This design comes from an exercise in tuning for small area and a short achievable clock period on the open sky130 flow, not from production work.
Only simulation tests tie the RTL to the original design; equivalence was not proved.

==> inputs of v36 <==
// ALU_Top
module ALU_Top #(parameter width = 16 ,
                   Arith_width = width + width ,
                   Logic_width = width,
                   CMP_width   = width,
                   Shift_width = width)(
input wire [width-1:0] A,
input wire [width-1:0] B,
input wire CLK,
input wire RST,
input wire [3:0] ALU_FUN,
output reg  [Arith_width-1:0]  Arith_OUT,
output reg                     Carry_OUT,
output reg                     Arith_Flag,
output reg  [Logic_width-1:0]  Logic_OUT,
output reg                     Logic_Flag,
output reg  [CMP_width-1:0]    CMP_OUT,
output reg                     CMP_Flag,
output reg  [Shift_width-1:0]  Shift_OUT,
output reg                     Shift_Flag
);
Settings: LEC_CHECK=0, ABC_AREA=1, CAP_MARGIN=20, CORE_MARGIN=2, CORE_UTILIZATION=55, SLEW_MARGIN=20; clock period 95.0 ns.
run.sh (not shown) runs the stock make flow with config.mk's settings and CLKGATE_MAP_FILE= SYNTH_SCRIPT=/design/flow/synth_recipe.tcl, a recipe that flattens the netlist after the stock synthesis.
==> v5: changes against v36 <==
--- a/flow/design.v
+++ b/flow/design.v
@@ -560,27 +560,61 @@
 wire [14:0] m14 = r14 ^ ({15{q[1]}} & (b[14:0] ~^ c14));
 wire [15:0] r15, g15_0, t15_0, x15;
 assign r15 = {m14, a[0]};
 assign g15_0 = r15 & nb[15:0];
 assign t15_0 = r15 | nb[15:0];
 wire G15_0 = g15_0[1] | (t15_0[1] & t15_0[0]);
-wire G15_1 = g15_0[2] | (t15_0[2] & G15_0);
-wire G15_2 = g15_0[3] | (t15_0[3] & G15_1);
-wire G15_3 = g15_0[4] | (t15_0[4] & G15_2);
-wire G15_4 = g15_0[5] | (t15_0[5] & G15_3);
-wire G15_5 = g15_0[6] | (t15_0[6] & G15_4);
-wire G15_6 = g15_0[7] | (t15_0[7] & G15_5);
-wire G15_7 = g15_0[8] | (t15_0[8] & G15_6);
-wire G15_8 = g15_0[9] | (t15_0[9] & G15_7);
-wire G15_9 = g15_0[10] | (t15_0[10] & G15_8);
-wire G15_10 = g15_0[11] | (t15_0[11] & G15_9);
-wire G15_11 = g15_0[12] | (t15_0[12] & G15_10);
-wire G15_12 = g15_0[13] | (t15_0[13] & G15_11);
-wire G15_13 = g15_0[14] | (t15_0[14] & G15_12);
-wire G15_14 = g15_0[15] | (t15_0[15] & G15_13);
-assign q[0] = 1'b1 & G15_14;
+wire G15_1 = g15_0[3] | (t15_0[3] & g15_0[2]);
+wire T15_1 = t15_0[3] & t15_0[2];
+wire G15_2 = g15_0[5] | (t15_0[5] & g15_0[4]);
+wire T15_2 = t15_0[5] & t15_0[4];
+wire G15_3 = g15_0[7] | (t15_0[7] & g15_0[6]);
+wire T15_3 = t15_0[7] & t15_0[6];
+wire G15_4 = g15_0[9] | (t15_0[9] & g15_0[8]);
+wire T15_4 = t15_0[9] & t15_0[8];
+wire G15_5 = g15_0[11] | (t15_0[11] & g15_0[10]);
+wire T15_5 = t15_0[11] & t15_0[10];
+wire G15_6 = g15_0[13] | (t15_0[13] & g15_0[12]);
+wire T15_6 = t15_0[13] & t15_0[12];
+wire G15_7 = g15_0[15] | (t15_0[15] & g15_0[14]);
+wire T15_7 = t15_0[15] & t15_0[14];
+wire G15_8 = g15_0[2] | (t15_0[2] & G15_0);
+wire G15_9 = G15_1 | (T15_1 & G15_0);
+wire G15_10 = g15_0[6] | (t15_0[6] & G15_2);
+wire T15_10 = t15_0[6] & T15_2;
+wire G15_11 = G15_3 | (T15_3 & G15_2);
+wire T15_11 = T15_3 & T15_2;
+wire G15_12 = g15_0[10] | (t15_0[10] & G15_4);
+wire T15_12 = t15_0[10] & T15_4;
+wire G15_13 = G15_5 | (T15_5 & G15_4);
+wire T15_13 = T15_5 & T15_4;
+wire G15_14 = g15_0[14] | (t15_0[14] & G15_6);
+wire T15_14 = t15_0[14] & T15_6;
+wire G15_15 = G15_7 | (T15_7 & G15_6);
+wire T15_15 = T15_7 & T15_6;
+wire G15_16 = g15_0[4] | (t15_0[4] & G15_9);
+wire G15_17 = G15_2 | (T15_2 & G15_9);
+wire G15_18 = G15_10 | (T15_10 & G15_9);
+wire G15_19 = G15_11 | (T15_11 & G15_9);
+wire G15_20 = g15_0[12] | (t15_0[12] & G15_13);
+wire T15_20 = t15_0[12] & T15_13;
+wire G15_21 = G15_6 | (T15_6 & G15_13);
+wire T15_21 = T15_6 & T15_13;
+wire G15_22 = G15_14 | (T15_14 & G15_13);
+wire T15_22 = T15_14 & T15_13;
+wire G15_23 = G15_15 | (T15_15 & G15_13);
+wire T15_23 = T15_15 & T15_13;
+wire G15_24 = g15_0[8] | (t15_0[8] & G15_19);
+wire G15_25 = G15_4 | (T15_4 & G15_19);
+wire G15_26 = G15_12 | (T15_12 & G15_19);
+wire G15_27 = G15_13 | (T15_13 & G15_19);
+wire G15_28 = G15_20 | (T15_20 & G15_19);
+wire G15_29 = G15_21 | (T15_21 & G15_19);
+wire G15_30 = G15_22 | (T15_22 & G15_19);
+wire G15_31 = G15_23 | (T15_23 & G15_19);
+assign q[0] = 1'b1 & G15_31;
 wire        bz  = ~|B;
 wire        neg = A[15] ^ B[15];
 wire [16:0] qq  = {1'b0, q & {16{~bz}}};
 wire [16:0] qor;
 assign qor[0] = 1'b0;
 assign qor[1] = 1'b0;
Settings changed: CORE_UTILIZATION 55 to 40, GPL_TIMING_DRIVEN set to 0.
==> v19: changes against v36 <==
--- a/flow/design.v
+++ b/flow/design.v
@@ -560,27 +560,61 @@
 wire [14:0] m14 = r14 ^ ({15{q[1]}} & (b[14:0] ~^ c14));
 wire [15:0] r15, g15_0, t15_0, x15;
 assign r15 = {m14, a[0]};
 assign g15_0 = r15 & nb[15:0];
 assign t15_0 = r15 | nb[15:0];
 wire G15_0 = g15_0[1] | (t15_0[1] & t15_0[0]);
-wire G15_1 = g15_0[2] | (t15_0[2] & G15_0);
-wire G15_2 = g15_0[3] | (t15_0[3] & G15_1);
-wire G15_3 = g15_0[4] | (t15_0[4] & G15_2);
-wire G15_4 = g15_0[5] | (t15_0[5] & G15_3);
-wire G15_5 = g15_0[6] | (t15_0[6] & G15_4);
-wire G15_6 = g15_0[7] | (t15_0[7] & G15_5);
-wire G15_7 = g15_0[8] | (t15_0[8] & G15_6);
-wire G15_8 = g15_0[9] | (t15_0[9] & G15_7);
-wire G15_9 = g15_0[10] | (t15_0[10] & G15_8);
-wire G15_10 = g15_0[11] | (t15_0[11] & G15_9);
-wire G15_11 = g15_0[12] | (t15_0[12] & G15_10);
-wire G15_12 = g15_0[13] | (t15_0[13] & G15_11);
-wire G15_13 = g15_0[14] | (t15_0[14] & G15_12);
-wire G15_14 = g15_0[15] | (t15_0[15] & G15_13);
-assign q[0] = 1'b1 & G15_14;
+wire G15_1 = g15_0[3] | (t15_0[3] & g15_0[2]);
+wire T15_1 = t15_0[3] & t15_0[2];
+wire G15_2 = g15_0[5] | (t15_0[5] & g15_0[4]);
+wire T15_2 = t15_0[5] & t15_0[4];
+wire G15_3 = g15_0[7] | (t15_0[7] & g15_0[6]);
+wire T15_3 = t15_0[7] & t15_0[6];
+wire G15_4 = g15_0[9] | (t15_0[9] & g15_0[8]);
+wire T15_4 = t15_0[9] & t15_0[8];
+wire G15_5 = g15_0[11] | (t15_0[11] & g15_0[10]);
+wire T15_5 = t15_0[11] & t15_0[10];
+wire G15_6 = g15_0[13] | (t15_0[13] & g15_0[12]);
+wire T15_6 = t15_0[13] & t15_0[12];
+wire G15_7 = g15_0[15] | (t15_0[15] & g15_0[14]);
+wire T15_7 = t15_0[15] & t15_0[14];
+wire G15_8 = g15_0[2] | (t15_0[2] & G15_0);
+wire G15_9 = G15_1 | (T15_1 & G15_0);
+wire G15_10 = g15_0[6] | (t15_0[6] & G15_2);
+wire T15_10 = t15_0[6] & T15_2;
+wire G15_11 = G15_3 | (T15_3 & G15_2);
+wire T15_11 = T15_3 & T15_2;
+wire G15_12 = g15_0[10] | (t15_0[10] & G15_4);
+wire T15_12 = t15_0[10] & T15_4;
+wire G15_13 = G15_5 | (T15_5 & G15_4);
+wire T15_13 = T15_5 & T15_4;
+wire G15_14 = g15_0[14] | (t15_0[14] & G15_6);
+wire T15_14 = t15_0[14] & T15_6;
+wire G15_15 = G15_7 | (T15_7 & G15_6);
+wire T15_15 = T15_7 & T15_6;
+wire G15_16 = g15_0[4] | (t15_0[4] & G15_9);
+wire G15_17 = G15_2 | (T15_2 & G15_9);
+wire G15_18 = G15_10 | (T15_10 & G15_9);
+wire G15_19 = G15_11 | (T15_11 & G15_9);
+wire G15_20 = g15_0[12] | (t15_0[12] & G15_13);
+wire T15_20 = t15_0[12] & T15_13;
+wire G15_21 = G15_6 | (T15_6 & G15_13);
+wire T15_21 = T15_6 & T15_13;
+wire G15_22 = G15_14 | (T15_14 & G15_13);
+wire T15_22 = T15_14 & T15_13;
+wire G15_23 = G15_15 | (T15_15 & G15_13);
+wire T15_23 = T15_15 & T15_13;
+wire G15_24 = g15_0[8] | (t15_0[8] & G15_19);
+wire G15_25 = G15_4 | (T15_4 & G15_19);
+wire G15_26 = G15_12 | (T15_12 & G15_19);
+wire G15_27 = G15_13 | (T15_13 & G15_19);
+wire G15_28 = G15_20 | (T15_20 & G15_19);
+wire G15_29 = G15_21 | (T15_21 & G15_19);
+wire G15_30 = G15_22 | (T15_22 & G15_19);
+wire G15_31 = G15_23 | (T15_23 & G15_19);
+assign q[0] = 1'b1 & G15_31;
 wire        bz  = ~|B;
 wire        neg = A[15] ^ B[15];
 wire [16:0] qq  = {1'b0, q & {16{~bz}}};
 wire [16:0] qor;
 assign qor[0] = 1'b0;
 assign qor[1] = 1'b0;
==> flow/flow/run.sh (new file) <==
#!/bin/bash
# Own flow: the standard layout (standard.sh, unchanged synthesis, floorplan, placement, CTS
# and routing) with one setting changed: every input and output port still gets its buffer, but
# the port buffers are sky130_fd_sc_hd__buf_2 instead of the delay-buffer cell
# (clkdlybuf4s50_1) that buffer_ports otherwise picks, which is twice the area and slow.
# make's output goes to flow_make.log here; ORFS keeps each step's log under orfs/logs/.
set -euo pipefail
bash standard.sh "BUFFER_PORTS_ARGS=-buffer_cell sky130_fd_sc_hd__buf_2" finish > flow_make.log 2>&1
test -f out/final.def
==> flow/standard.sh (new file) <==
#!/bin/bash
# synth_recipe.tcl (not shown) runs the flow's synth.tcl, then flattens the netlist and writes it again
# the make line also repeats each setting of config.mk as NAME=value (left out here)
make -C /OpenROAD-flow-scripts/flow DESIGN_CONFIG=/design/flow/config.mk WORK_HOME=/design/flow/orfs CLKGATE_MAP_FILE= SYNTH_SCRIPT=/design/flow/synth_recipe.tcl "${@:-finish}"
Settings changed: CORE_UTILIZATION 55 to 40.
removed: flow/run.sh
==> impl_metrics.ini <==
[cells_and_area]
bufAreaShareNonClock_pct = 7.63
design_area_um2 = 18300
final_cell_mix = 605 x nand2_1, 323 x inv_1, 243 x nand3_1, 224 x xor2_1, 133 x o21ai_0
multi_input_area_um2 = 13000

[setup_path]
r2r_setup_slack_ns = 94.35
worstPathArrival_ns = 39.19
cp_num_cells = 174

[clock_tree]
clk_pin_slew_ns = 0.08
clk_latency_ns = 0.34

[timing]
tightestPinTransition_ns = 1.04

[die]
die_width_um = 179

[pwr]
switching_power_uw = 179
switching_share_pct = 52.2

[global_route]
grt_pass1_vias = 15600
grt_pass1_wl_mm = 86.2

[logic_synthesis]
synth_area_um2 = 16900
synthAdderAreaFrac_pct = 19.3

[status]
status = no timing/DRC/antenna violations
(the above is from v36)
==> impl_metrics.ini <==
[status]
status = no timing/DRC/antenna violations

[timing]
tightestPinTransition_ns = 1.09

[cells_and_area]
design_area_um2 = 18900
bufAreaShareNonClock_pct = 9.51
multi_input_area_um2 = 13000
final_cell_mix = 623 x nand2_1, 316 x inv_1, 259 x nand3_1, 228 x xor2_1, 133 x o21ai_0

[pwr]
switching_share_pct = 52.6
switching_power_uw = 182

[clock_tree]
ctsRootBufferMaster = clkbuf_16
clk_pin_slew_ns = 0.06
clk_latency_ns = 0.37

[setup_path]
worstPathArrival_ns = 39.00
r2r_setup_slack_ns = 94.34
cp_num_cells = 161

[global_route]
grt_pass1_vias = 16500
grt_pass1_wl_mm = 94.3

[logic_synthesis]
synthAdderAreaFrac_pct = 19.4
synth_area_um2 = 16800
(the above is from v5)
==> impl_metrics.ini <==
[status]
status = no timing/DRC/antenna violations

[logic_synthesis]
synthAdderAreaFrac_pct = 19.4
synth_area_um2 = 16800

[setup_path]
worstPathArrival_ns = 38.49
r2r_setup_slack_ns = 94.32

[cells_and_area]
multi_input_area_um2 = 13100
final_cell_mix = 623 x nand2_1, 316 x inv_1, 259 x nand3_1, 223 x xor2_1, 133 x o21ai_0

[pwr]
switching_power_uw = 179
switching_share_pct = 53.4

[die]
die_width_um = 209

[clock_tree]
clk_pin_slew_ns = 0.06
(the above is from v19)

* * *

==> trial 44 <==
Starting RTL as in the previous note.
==> module LOGIC_UNIT, before the edit <==
module LOGIC_UNIT(
input  wire [15:0] A,
input  wire [15:0] B,
input  wire [1:0]  ALU_FUN,
input  wire        En,
output wire [15:0] Y
);
wire en_t = En & ~ALU_FUN[1];    
wire en_n = En &  ALU_FUN[1];    
wire [15:0] t = (A & B) | (A & {16{ALU_FUN[0]}}) | (B & {16{ALU_FUN[0]}});
assign Y = (t & {16{en_t}}) | (~t & {16{en_n}});
endmodule
==> module SHIFT_UNIT, before the edit <==
module SHIFT_UNIT(
input  wire [15:0] A,
input  wire [15:0] B,
input  wire [1:0]  ALU_FUN,
input  wire        En,
output wire [15:0] Y
);
wire [15:0] x = ALU_FUN[1] ? B : A;
wire en_r = En & ~ALU_FUN[0];
wire en_l = En &  ALU_FUN[0];
assign Y = ({1'b0, x[15:1]} & {16{en_r}}) | ({x[14:0], 1'b0} & {16{en_l}});
endmodule
clock: 95.0 ns
lec_check: 0
abc_area: 1
cap_margin: 20
core_margin: 2
core_utilization: 40
place_density: 0.75
slew_margin: 20
Stock flow here: none of the scripts above is used.
==> trial 13: changes against trial 44 <==
--- a/flow/design.v
+++ b/flow/design.v
@@ -598,6 +598,8 @@
 );
-wire en_t = En & ~ALU_FUN[1];    
-wire en_n = En &  ALU_FUN[1];    
-wire [15:0] t = (A & B) | (A & {16{ALU_FUN[0]}}) | (B & {16{ALU_FUN[0]}});
-assign Y = (t & {16{en_t}}) | (~t & {16{en_n}});
+wire v0 = En &  ALU_FUN[1];                 
+wire v1 = En & (ALU_FUN[0] ^ ALU_FUN[1]);   
+wire v2 = En & ~ALU_FUN[1];                 
+wire [15:0] both = A & B;
+wire [15:0] any  = A | B;
+assign Y = (both & {16{v2}}) | (~both & any & {16{v1}}) | (~any & {16{v0}});
 endmodule
@@ -621,6 +623,8 @@
 );
-wire [15:0] x = ALU_FUN[1] ? B : A;
-wire en_r = En & ~ALU_FUN[0];
-wire en_l = En &  ALU_FUN[0];
-assign Y = ({1'b0, x[15:1]} & {16{en_r}}) | ({x[14:0], 1'b0} & {16{en_l}});
+wire sar = En & ~ALU_FUN[1] & ~ALU_FUN[0];
+wire sal = En & ~ALU_FUN[1] &  ALU_FUN[0];
+wire sbr = En &  ALU_FUN[1] & ~ALU_FUN[0];
+wire sbl = En &  ALU_FUN[1] &  ALU_FUN[0];
+assign Y = ({1'b0, A[15:1]} & {16{sar}}) | ({A[14:0], 1'b0} & {16{sal}}) |
+           ({1'b0, B[15:1]} & {16{sbr}}) | ({B[14:0], 1'b0} & {16{sbl}});
 endmodule
PLACE_DENSITY = not set   (was 0.75)
==> run summary <==
First-iteration DRC count: trial 13 is higher than trial 44 (about 11%). Global-route usage: trial 44 is lower than trial 13 (1.6 points). Synthesized area: trial 44 is lower than trial 13 (about 1.1%). Against trial 13, the sequential share of layout area of trial 44 is higher by 0.21 points. Against trial 44, the maximum frequency of trial 13 is higher by about 0.75%. Of trial 44 and trial 13, trial 44 has the higher critical path depth (gap 1). Cell count: trial 44 is lower than trial 13 (1.4%). Trial 44 completed without violations. Trial 13 finished with timing, DRC and antenna clean. Between trial 44 and trial 13, the lower wire length is in trial 44 (gap 5.4%, measured against trial 13).

-- separate check: timing with driven ports --
How much do the figures lean on ideal ports? The routed layouts below were timed once more, with nothing changed but the port constraints. Step 1 (the two cells are an assumption about what drives the block):
set clk [get_ports {CLK}]
set_driving_cell -lib_cell sky130_fd_sc_hd__clkbuf_16 $clk
set_driving_cell -lib_cell sky130_fd_sc_hd__buf_2 [delete_from_list [all_inputs] $clk]
Step 2, shift: input delay + t, output delay - t, t = (earliest + latest rising clock arrival at the registers) / 2. This alone moves slack from input paths to output paths. Slacks: ideal / step 1 / step 2; pairs: ideal / step 1.
| run | shift t [ns] | setup slack, ns | worst data-port slew with drivers (ns) |
|---|---|---|---|
| v36 | 0.393 | 56.020 / 56.027 / 55.635 | 0.07 |
| v5 | 0.417 | 56.241 / 56.264 / 55.847 | 0.06 |
| v19 | 0.414 | 56.710 / 56.689 / 56.275 | 0.09 |
| trial 44 | 0.382 | 55.735 / 55.747 / 55.365 | 0.08 |
| trial 13 | 0.399 | 56.028 / 56.048 / 55.648 | 0.08 |
After both steps every run listed still meets setup and hold. For v19, which loses most, drivers alone change the setup slack by -0.021 ns; drivers and shift together by -0.435 ns.
